This design comes from an exercise in tuning for small area, a short achievable clock period and few clock cycles on the open sky130 flow, not from production work. Function was not checked in any run shown here: the RTL went through the layout flow alone. No activity file was given, so power comes from the tool's default toggle rates.

### flow/design.v
module FSM_controller(reset, s, load, rep, w_nx, rep_nx, start);
    input reset, s, load, rep;
    output w_nx, rep_nx, start;
    assign w_nx = ~reset & ~(s & ~load);
    assign rep_nx = ~reset & s & ~load;
    assign start = ~reset & ((s & load) | rep);
endmodule
module ALU(a, b, ci, andop, wc, cmp, creg, freg, res, out, f);
    input [15:0] a, b, creg;
    input ci, andop, wc, cmp;
    input [2:0] freg;
    output [15:0] res, out;
    output [2:0] f;
    wire [15:0] c;
    carries cy(.g(a & b), .t(a | b), .ci(ci), .c(c));
    wire [15:0] x = a ^ b;
    wire [15:0] r0 = andop ? (a & b) : x;
    wire [15:0] r1 = andop ? (a & b) : ~x;
    assign res = (c & r1) | (~c & r0);
    wire [15:0] o0 = wc ? r0 : creg;
    wire [15:0] o1 = wc ? r1 : creg;
    assign out = (c & o1) | (~c & o0);
    wire z = cmp ? &x : freg[2];
    wire n0 = cmp ? x[15] : freg[1];
    wire n1 = cmp ? ~x[15] : freg[1];
    wire v0 = cmp ? (x[15] ^ res[7]) : freg[0];
    wire v1 = cmp ? ~(x[15] ^ res[7]) : freg[0];
    assign f = {z, c[15] ? n1 : n0, c[15] ? v1 : v0};
endmodule
module carries(g, t, ci, c);
    input [15:0] g, t;
    input ci;
    output [15:0] c;
    wire [16:0] g0 = {g, ci};
    wire [16:0] t0 = {t, 1'b0};
    wire [16:0] g1, t1, g2, t2, g3, t3, g4;
    genvar i;
    generate
        for (i = 0; i < 17; i = i + 1) begin : l1
            if (i >= 1) begin : c
                assign g1[i] = g0[i] | (t0[i] & g0[i-1]);
                assign t1[i] = t0[i] & t0[i-1];
            end else begin : n
                assign g1[i] = g0[i];
                assign t1[i] = t0[i];
            end
        end
        for (i = 0; i < 17; i = i + 1) begin : l2
            if (i >= 2) begin : c
                assign g2[i] = g1[i] | (t1[i] & g1[i-2]);
                assign t2[i] = t1[i] & t1[i-2];
            end else begin : n
                assign g2[i] = g1[i];
                assign t2[i] = t1[i];
            end
        end
        for (i = 0; i < 17; i = i + 1) begin : l3
            if (i >= 4) begin : c
                assign g3[i] = g2[i] | (t2[i] & g2[i-4]);
                assign t3[i] = t2[i] & t2[i-4];
            end else begin : n
                assign g3[i] = g2[i];
                assign t3[i] = t2[i];
            end
        end
        for (i = 0; i < 17; i = i + 1) begin : l4
            if (i >= 8) begin : c
                assign g4[i] = g3[i] | (t3[i] & g3[i-8]);
            end else begin : n
                assign g4[i] = g3[i];
            end
        end
    endgenerate
    assign c = g4[15:0];
endmodule
module shifter (in, shift, sout);
    input [15:0] in;
    input [1:0] shift;
    output [15:0] sout;
    reg [15:0] sout;
    always @(*) begin
        case (shift)
            2'b00: sout = in;                   
            2'b01: sout = {in[14:0], 1'b0};     
            2'b10: sout = {1'b0, in[15:1]};     
            default: sout = {in[15], in[15:1]};  
        endcase
    end
endmodule
module regfile(we, wa, wd, r0, r1, r2, r3, r4, r5, r6, r7, n0, n1, n2, n3, n4, n5, n6, n7);
    input we;
    input [2:0] wa;
    input [15:0] wd;
    input [15:0] r0, r1, r2, r3, r4, r5, r6, r7;
    output [15:0] n0, n1, n2, n3, n4, n5, n6, n7;
    assign n0 = (we && wa == 3'd0) ? wd : r0;
    assign n1 = (we && wa == 3'd1) ? wd : r1;
    assign n2 = (we && wa == 3'd2) ? wd : r2;
    assign n3 = (we && wa == 3'd3) ? wd : r3;
    assign n4 = (we && wa == 3'd4) ? wd : r4;
    assign n5 = (we && wa == 3'd5) ? wd : r5;
    assign n6 = (we && wa == 3'd6) ? wd : r6;
    assign n7 = (we && wa == 3'd7) ? wd : r7;
endmodule
module readport(sel, d0, d1, d2, d3, d4, d5, d6, d7, q);
    input [2:0] sel;
    input [15:0] d0, d1, d2, d3, d4, d5, d6, d7;
    output [15:0] q;
    reg [15:0] q;
    always @(*) begin
        case (sel)
            3'd0: q = d0;
            3'd1: q = d1;
            3'd2: q = d2;
            3'd3: q = d3;
            3'd4: q = d4;
            3'd5: q = d5;
            3'd6: q = d6;
            default: q = d7;
        endcase
    end
endmodule
module instruction_decoder(ins, start, wr, wc, cmp, andop, ci, aen, movi, inv, ben, rd, rn, rm, sh);
    input [15:0] ins;
    input start;
    output wr, wc, cmp, andop, ci, aen, movi, inv, ben;
    output [2:0] rd, rn, rm;
    output [1:0] sh;
    wire [2:0] opcode = ins[15:13];
    wire [1:0] op = ins[12:11];
    wire alu  = (opcode == 3'b101);
    wire mov  = (opcode == 3'b110);
    wire movr = mov && (op == 2'b00);
    wire iscmp = alu && (op == 2'b01);
    assign movi = mov && (op == 2'b10);
    assign wr  = start & (movi | movr | (alu & ~iscmp));
    assign wc  = start & (movr | (alu & ~iscmp));
    assign cmp = start & iscmp;
    assign andop = alu && (op == 2'b10);
    assign ci  = iscmp;
    assign aen = alu && (op != 2'b11);    
    assign inv = alu && op[0];            
    assign ben = ~movi;
    assign rn = ins[10:8];
    assign rd = movi ? ins[10:8] : ins[7:5];
    assign rm = ins[2:0];
    assign sh = ins[4:3];
endmodule
module datapath(a, b, imm, aen, movi, inv, ben, a1, b1);
    input [15:0] a, b;
    input [7:0] imm;
    input aen, movi, inv, ben;
    output [15:0] a1, b1;
    assign a1 = movi ? {{8{imm[7]}}, imm} : (a & {16{aen}});
    assign b1 = (b ^ {16{inv}}) & {16{ben}};
endmodule
module cpu(clk, reset, s, load, in, out, N, V, Z, w);
    input clk, reset, s, load;
    input [15:0] in;
    output [15:0] out;
    output N, V, Z, w;
    reg w, rep;
    reg [15:0] ir;
    wire w_nx, rep_nx, start;
    FSM_controller ctl(.reset(reset), .s(s), .load(load), .rep(rep),
                       .w_nx(w_nx), .rep_nx(rep_nx), .start(start));
    always @(posedge clk) begin
        w <= w_nx;
        rep <= rep_nx;
        if (load) ir <= in;
    end
    wire [15:0] ins = rep ? ir : in;
    wire wr1, wc1, cmp1, and1, ci1, aen, movi, inv, ben;
    wire [2:0] rd1, rn, rm;
    wire [1:0] sh;
    instruction_decoder dec(.ins(ins), .start(start), .wr(wr1), .wc(wc1), .cmp(cmp1),
                            .andop(and1), .ci(ci1), .aen(aen), .movi(movi), .inv(inv), .ben(ben),
                            .rd(rd1), .rn(rn), .rm(rm), .sh(sh));
    reg [15:0] r0, r1, r2, r3, r4, r5, r6, r7;
    wire [15:0] n0, n1, n2, n3, n4, n5, n6, n7;
    reg wr2;
    reg [2:0] rd2;
    wire [15:0] res;
    regfile rf(.we(wr2), .wa(rd2), .wd(res),
               .r0(r0), .r1(r1), .r2(r2), .r3(r3), .r4(r4), .r5(r5), .r6(r6), .r7(r7),
               .n0(n0), .n1(n1), .n2(n2), .n3(n3), .n4(n4), .n5(n5), .n6(n6), .n7(n7));
    always @(posedge clk) begin
        r0 <= n0; r1 <= n1; r2 <= n2; r3 <= n3;
        r4 <= n4; r5 <= n5; r6 <= n6; r7 <= n7;
    end
    wire [15:0] a, braw, b;
    readport pa(.sel(rn), .d0(n0), .d1(n1), .d2(n2), .d3(n3), .d4(n4), .d5(n5), .d6(n6), .d7(n7), .q(a));
    readport pb(.sel(rm), .d0(n0), .d1(n1), .d2(n2), .d3(n3), .d4(n4), .d5(n5), .d6(n6), .d7(n7), .q(braw));
    shifter shf(.in(braw), .shift(sh), .sout(b));
    wire [15:0] a1, b1;
    datapath dp(.a(a), .b(b), .imm(ins[7:0]), .aen(aen), .movi(movi), .inv(inv), .ben(ben),
                .a1(a1), .b1(b1));
    reg [15:0] a2, b2, creg;
    reg ci2, wc2, cmp2, and2;
    reg [2:0] freg;
    wire [15:0] out_nx;
    wire [2:0] f_nx;
    always @(posedge clk) begin
        a2 <= a1;
        b2 <= b1;
        ci2 <= ci1;
        wr2 <= wr1;
        wc2 <= wc1;
        cmp2 <= cmp1;
        and2 <= and1;
        rd2 <= rd1;
        creg <= out_nx;
        freg <= f_nx;
    end
    ALU alu(.a(a2), .b(b2), .ci(ci2), .andop(and2), .wc(wc2), .cmp(cmp2), .creg(creg), .freg(freg),
            .res(res), .out(out_nx), .f(f_nx));
    assign out = out_nx;
    assign {Z, N, V} = f_nx;
endmodule
### flow/flow/run.sh
#!/bin/bash
# Standard synthesis, then the standard layout with port buffers of a
# stronger cell and sizing not held to each cell's footprint.
set -euo pipefail
bash standard.sh synth > synth.log 2>&1
bash standard.sh MATCH_CELL_FOOTPRINT=0 'BUFFER_PORTS_ARGS=-buffer_cell sky130_fd_sc_hd__buf_4' finish > layout.log 2>&1
### flow/standard.sh
#!/bin/bash
# synth_recipe.tcl (not shown) runs the flow's synth.tcl, then flattens the netlist and writes it again
# the make line also repeats each setting of config.mk as NAME=value (left out here)
make -C /OpenROAD-flow-scripts/flow DESIGN_CONFIG=/design/flow/config.mk WORK_HOME=/design/flow/orfs CLKGATE_MAP_FILE= SYNTH_SCRIPT=/design/flow/synth_recipe.tcl "${@:-finish}"
### flow/config.mk
export PLATFORM = sky130hd
export DESIGN_NAME = cpu
export DESIGN_NICKNAME = cpu
export VERILOG_FILES = /design/flow/design.v
export SDC_FILE = /design/flow/constraint.sdc
export NUM_CORES = 4
export LEC_CHECK = 0
export CAP_MARGIN = 20
export CORE_MARGIN = 2
export CORE_UTILIZATION = 40
export SETUP_SLACK_MARGIN = 1.5
export SLEW_MARGIN = 20
export SYNTH_HIERARCHICAL = 0
export SYNTH_MINIMUM_KEEP_SIZE = 0
### flow/constraint.sdc
create_clock -name core_clock -period 5.5 [get_ports {clk}]
set_input_delay 1.1000 -clock core_clock [delete_from_list [all_inputs] [get_ports {clk}]]
set_output_delay 1.1000 -clock core_clock [all_outputs]
set_load 0.01 [all_outputs]
==> results of run 1 <==
[sequential cells by signal (all words and copies together), names as in the netlist, 16 cells and up]
name	count
creg	16
r7	16
r6	16
b2	16
r4	16
r0	16
r2	16
ir	16
r5	16
r3	16
a2	16
r1	16
[power by group through the flow]
stage	combinational (uW)	clock, uW	sequential (uW)
after floorplan	758	0	1830
after global placement	1120	0	1870
after detailed placement	1130	0	1870
after CTS	1190	1640	1840
after global routing	1370	1690	1870
final	1280	1610	1850
[metrics by stage]
step	util, %	cells	worst slack [ps]	instance area, um^2	hold slack (ps)
floorplan	-	1437	2120	11600	434
global placement	43.1	1812	1380	12300	452
detailed placement	43.2	1814	1400	12400	451
CTS	46.8	1870	1280	13400	467
global route	47.9	1881	1380	13700	494
finish	47.9	1882	1460	13700	465
[cell type report]
type	count	area, um^2
Fill cell	2777	14900
Multi-Input combinational cell	1076	7050
Sequential cell	205	4280
Timing Repair Buffer	113	882
Clock buffer	34	699
Tap cell	384	480
Inverter	60	230
Clock inverter	9	90.1
Antenna cell	1	2.50
[worst paths after layout]
path / from / endpoint / slack (ps) / depth (start not counted)
hold / removal: freg[1] / freg[1] / 470 / 2
setup / recovery: a2[0] / out[14] / 1460 / 10
hold reg to reg: freg[1] / freg[1] / 470 / 2
setup reg to reg: rd2[2] / a2[5] / 1600 / 7
[kinds of logic after synthesis]
| kind of cell | synth area share [%] |
|---|---|
| compound gates | 29.1 |
| simple gates | 19.5 |
| flops | 36.8 |
| buf+inv | 5.69 |
| mux | 4.98 |
| fa+ha+maj | 3.35 |
| xor+xnor | 0.605 |
[worst max-delay path, stage by stage (launching register included)]
cell and delay [ps]:
dfxtp_2 330, inv_1 40, ha_2 180, nand2b_4 160, a211o_4 380, o211ai_4 300, a211oi_4 120, o2111a_1 300
nor3_4 360, a21oi_2 100, buf_4 160
[layout by cell type (no fill, tap or decap), types with 14 or more instances in the layout]
cell type	Yosys	layout
a211oi_1	28	27
a21oi_1	121	115
a221oi_1	15	15
buf_4	2	107
clkbuf_16	0	25
dfxtp_1	189	177
edfxtp_1	16	16
ha_1	31	18
inv_1	58	56
mux2_2	15	14
mux2i_1	38	35
nand2_1	143	143
nand3_1	25	24
nor2_1	183	181
nor3_1	35	32
o21ai_0	116	115
o221ai_1	14	14
o22ai_1	16	16
o31ai_1	14	14
[per-layer routing]
metal	vias up	part of all wire, %
met3	181	11
met2	758	41
met5	-	0
li1	5375	-
met4	0	7.3
met1	5577	40
[repair_timing]
| action | 4_1_cts | 5_1_grt |
|---|---|---|
| setup buffers | 13 | 11 |
| pin swaps | 12 | 21 |
| endpoints found under the setup margin | 18 | 13 |
| resized for setup | 33 | 58 |
==> summary.md, run 1 <==
| Metric | Value |
|---|---|
| Reg power frac | `39.0%` |
| Leakage | `0.00509 uW` |
| FF+latch count, synth | `a little over 200` |
| Share of layout cells above drive strength 1 | `17.6%` |
| Tightest Pin Transition | `1030 ps` |
| Cell Area, Synth | `11600 um^2` |
| Skew-Pair Late Insertion Delay | `540 ps` |
| Fin. Hold Viols | `0` |
| Final setup viols | `0` |
| CTS Hold Bufs | `0` |
| Cell count after synthesis | `1437` |
| Post-route ant nets | `0` |
| Initial drt markers | `around 1700` |
| Full die area | `30300 um^2` |
| Synth area leader | `dfxtp_1` |
| M3 GR Usage | `5.75%` |
| Cts bufs inserted | `24` |
| Post-synth top cells | `dfxtp_1, nor2_1, nand2_1, a21oi_1, o21ai_0` |
| Port Buf Inserts | `39` |
| Routed WL per cell | `24.2 um` |
| Synth area leaders | `dfxtp_1, nor2_1, a21oi_1` |
| Initial Utilization | `40.4%` |
| RSZ-0062 raised after global routing | `true` |
| Asr flop ratio synth | `0%` |
| Die height | `174 um` |
| Yosys warnings | `3` |
| Register area share after synthesis | `about 37%` |
| Clk sink count | `between 200 and 250` |
| Combinational Power Share | `27.0%` |
| Avg Cell Area, Syn | `around 8 um^2` |
| Crit path DAT | `2940 ps` |
| Fmax | `0.248 GHz` |
| Avg Vias per Cell | `approximately 6.3` |
| Cell variety after synth | `100` |
| Routability cong. | `1.06` |
| DRT Pass-1 Iters | `6` |
| Status | `no timing/DRC/antenna violations` |
| CTS max path bufs | `3` |
| Internal power | `3160 uW` |
| EDFF count, synth | `16` |
| CP Capture Type | `output port` |
| Rel. slew slack | `31.2%` |
| Initial antenna violation count | `1` |
| DR DRC count | `0` |
| Final HPWL DP | `32500 um` |
| Area Overhead vs Synth | `18.5%` |
| Via count | `roughly 12000` |
| Vias in the first global route | `10900` |
| Area share of the largest cell type after synthesis | `approximately a third` |
| Root buf cell | `clkbuf_16` |
| Gr usage total | `roughly 29%` |
| Site Rows | `62` |
| Final Critical Period | `approximately 4000 ps` |
| Top-count cell post-synth | `dfxtp_1` |
| Setup Skew | `28.7 ps` |
| Met2 Use GR | `43.4%` |
| CP Launch Type | `flop` |
| Nets | `around 1500` |
| Worst vdd ir | `0.227 mV` |
| Clock share of power | `between 30% and 40%` |
| I/O Pins | `40` |
| Pwr Density | `~350 nW/um^2` |
| NetSw | `1570 uW` |
| Max-slew violation count | `0` |
| Worst-path clk slew | `60 ps` |
| Max H-tree Level | `1` |
| Max_cap viols | `0` |
| Switching share of power | `33.2%` |
| Final period util | `73.4%` |
| Total power | `4740 uW` |
| Worst hold path class | `reg2reg` |
| Grt ovf | `0` |
| Largest net degree at the start of global routing | `34` |
| Die W | `174 um` |
| Core area | `28600 um^2` |
| Top FF cell, synth | `dfxtp_1` |
| WP data required | `4400 ps` |
| TritonCTS clock tree | `built` |
| Critical path peak fanout | `4` |
| Layer with the highest usage | `met2` |
| First-pass GRT wire length | `approximately 68000 um` |
| Net Count, Synth | `1488` |
| Kind of critical path | `reg2out` |
| M1 GR Usage | `39.2%` |
| Routed WL | `approximately 46000 um` |
| Setup TNS Final | `0 ps` |
==> run 2, diff against run 1 <==
--- a/flow/config.mk
+++ b/flow/config.mk
@@ -11,4 +11,4 @@
 export SETUP_SLACK_MARGIN = 1.5
 export SLEW_MARGIN = 20
-export SYNTH_HIERARCHICAL = 0
+export SYNTH_HIERARCHICAL = 1
 export SYNTH_MINIMUM_KEEP_SIZE = 0
==> run 2 against run 1 <==
Compared with the run above: final cell count down 25%; non-clock buffer count down 48; critical path type unchanged; still clean; critical path depth up 2; largest power group unchanged.
==> summary.md, run 2 <==
| Metric | Value |
|---|---|
| Fin area | `12200 um^2 (-11%)` |
| Worst hold path class | `reg2reg` |
| TritonCTS clock tree | `built` |
| Tightest Pin Transition | `1150 ps (+119 ps)` |
| Initial drt markers | `713 (-57%)` |
| Pwr Density | `364 nW/um^2 (+5.4%)` |
| Setup ws final | `1410 ps (-48.7 ps)` |
| I/O Pins | `40 (unchanged)` |
| Final HPWL DP | `19700 um (-40%)` |
| Critical path peak fanout | `4 (unchanged)` |
| Initial Utilization | `40.5% (+0.10 points)` |
| Setup TNS Final | `0 ps (unchanged)` |
| Max H-tree Level | `1 (unchanged)` |
| First-pass GRT wire length | `45200 um (-33%)` |
| Nets | `1105 (-28%)` |
| Routability cong. | `0.834 (-21%)` |
| Net Count, Synth | `1097 (-26%)` |
| CTS max path bufs | `3 (unchanged)` |
| Skew-Pair Late Insertion Delay | `520 ps (-20 ps)` |
| WP data required | `4400 ps (about the same)` |
| Worst-path clk slew | `60 ps (about the same)` |
| Fin. Hold Viols | `0 (unchanged)` |
| Via count | `8044 (-32%)` |
| Cell count after synthesis | `1045 (-27%)` |
| Die height | `169 um (-3.0%)` |
| Kind of critical path | `reg2out` |
| Hold EP | `creg[5]` |
| DR DRC count | `0 (unchanged)` |
| Hold depth | `1 (-1)` |
| Hold Crit Start | `creg[5]` |
| Initial antenna violation count | `0 (-1)` |
| Site Rows | `60 (-3.2%)` |
| Yosys warnings | `9 (+6)` |
| Status | `no timing/DRC/antenna violations` |
| Most common cell after layout, fill and taps aside | `dfxtp_1` |
| Largest net degree at the start of global routing | `35 (+2.9%)` |
| Share of layout cells above drive strength 1 | `32.8% (+15 points)` |
| Fmax | `0.245 GHz (-1.2%)` |
| Grt ovf | `0 (unchanged)` |
| Max-slew violation count | `0 (unchanged)` |
| Cts bufs inserted | `23 (-4.2%)` |
| Full die area | `28500 um^2 (-6.0%)` |
| RSZ-0062 raised after global routing | `true` |
| Crit path DAT | `2990 ps (+50 ps)` |
| Setup slack, reg-to-reg | `1610 ps (about the same)` |
| Placed cell area | `11100 um^2 (-10%)` |
| Place WS | `1140 ps (-253 ps)` |
| Worst r2r path cells | `20 (+13)` |
| CP Capture Type | `output port` |
| Avg Cell Area, Syn | `10.4 um^2 (+29%)` |
| Final setup viols | `0 (unchanged)` |
| Gr usage total | `20.4% (-8.7 points)` |
| ANT cells | `0 (-1)` |
| Area Overhead vs Synth | `12.7%` |
| DRT Pass-1 Iters | `6 (unchanged)` |
| Vias in the first global route | `7791 (-29%)` |
| Worst vdd ir | `0.217 mV (-4.5%)` |
| Avg Vias per Cell | `5.70 (-9.8%)` |
| Clk sink count | `205 (unchanged)` |
| Worst Hold Slack | `475 ps (+9.23 ps)` |
| Routed WL per cell | `21.1 um (-13%)` |
| Final period util | `74.3% (+0.88 points)` |
| Most frequent cells in the layout | `dfxtp_1, mux2_2, nand2_1, buf_4, a21oi_1` |
| CP Launch Type | `flop` |
| Root buf cell | `clkbuf_16` |
| Final Critical Period | `4090 ps (+48.7 ps)` |
| Rel. slew slack | `23.3% (-7.9 points)` |
| Fillers | `2497 (-10%)` |
| Die W | `169 um (-3.0%)` |
| Max_cap viols | `0 (unchanged)` |
| Port Buf Inserts | `39 (unchanged)` |
| Worst r2r dst | `b2[15]` |
| Core area | `26800 um^2 (-6.4%)` |
| Post-route ant nets | `0 (unchanged)` |
| Reg2Reg Launch Point | `b2[3]` |
| Cell Area, Synth | `10900 um^2 (-6.1%)` |
| Routed WL | `29700 um (-35%)` |
| Setup Skew | `18.9 ps (-9.81 ps)` |
| Leakage | `0.00518 uW (+1.8%)` |
==> run 2: per-stage QoR <==
stage | util (%) | power, uW | instances
2_1_floorplan | - | 2470 | 1045
3_3_place_gp | 41.4 | 2750 | 1356
3_5_place_dp | 41.4 | 2770 | 1356
4_1_cts | 44.9 | 4410 | 1401
5_1_grt | 45.7 | 4630 | 1411
6_report | 45.7 | 4460 | 1411
==> run 2: timing repair <==
| action | CTS | global route |
|---|---|---|
| pin swaps | 3 | 18 |
| setup endpoints to repair | 17 | 14 |
| resized for setup | 24 | 34 |
| setup buffers | 3 | 10 |
| hold buffers | 0 | 0 |
==> run 2: layout make-up <==
class | instances | area, um^2 | area share, %
Multi-Input combinational cell | 702 | 6050 | 49.4
Sequential cell | 205 | 4270 | 34.9
Clock buffer | 30 | 642 | 5.24
Timing Repair Buffer | 65 | 492 | 4.02
Tap cell | 341 | 427 | 3.48
Inverter | 56 | 213 | 1.74
Clock inverter | 12 | 146 | 1.20
==> run 2: worst max-delay path, stage by stage, from the launching register on <==
cell     delay [ps]
dfxtp_2         320
inv_2            60
ha_4            140
inv_4            40
o21a_1          180
o211a_1         260
a21oi_4         220
a21oi_4         100
a221o_1         380
xnor2_2         220
o21ai_4         110
mux2_4          300
buf_6           130
==> run 2: metal layers <==
metal | part of all wire, % | vias up | track usage, %
met5 | 0 | - | 0
met4 | 4.2 | 0 | 9.07
met3 | 5.1 | 81 | 2.97
met2 | 46 | 245 | 33.0
met1 | 45 | 3923 | 27.3
li1 | - | 3795 | -
==> run 2: power breakdown <==
group	internal [uW]	switching, uW	leakage, uW	total [uW]
registers	1700	61.8	0.00170	1760
clock network	967	643	0.000395	1610
logic	477	605	0.00308	1080
total	3150	1310	0.00518	4460
==> run 2: worst max path at each step <==
stage	start	end	depth (start not counted)
final	b2[3]	out[14]	12
after global routing	b2[3]	out[14]	12
after CTS	a2[3]	out[14]	12
after detailed placement	a2[0]	b2[15]	19
after global placement	a2[0]	b2[15]	19
after floorplan	a2[3]	b2[15]	19

-- static timing again, ports no longer ideal --
How much do the figures lean on ideal ports? The routed layouts below were timed once more, with nothing changed but the port constraints. Step 1: set_driving_cell puts a clkbuf_16 on clk and a buf_2 on each other input, an assumption about the parent block. Step 2, shift: input delay + t, output delay - t, t = (earliest + latest rising clock arrival at the registers) / 2. This alone moves slack from input paths to output paths. a / b / c = no drivers / after step 1 / after step 2; a / b = the first two.
run	t (ns)	setup WS [ns]	hold slack, ns	latest minus earliest clock arrival (ns)	worst slew at a driven data input, ns
run 1	0.583	1.461 / 1.408 / 1.261	0.465 / 0.465 / 0.465	0.028 / 0.029	0.03
run 2	0.565	1.413 / 1.362 / 1.503	0.475 / 0.475 / 0.475	0.020 / 0.019	0.03
After both steps every run listed still meets setup and hold. For run 1, which loses most, drivers alone change the setup slack by -0.053 ns; drivers and shift together by -0.200 ns.
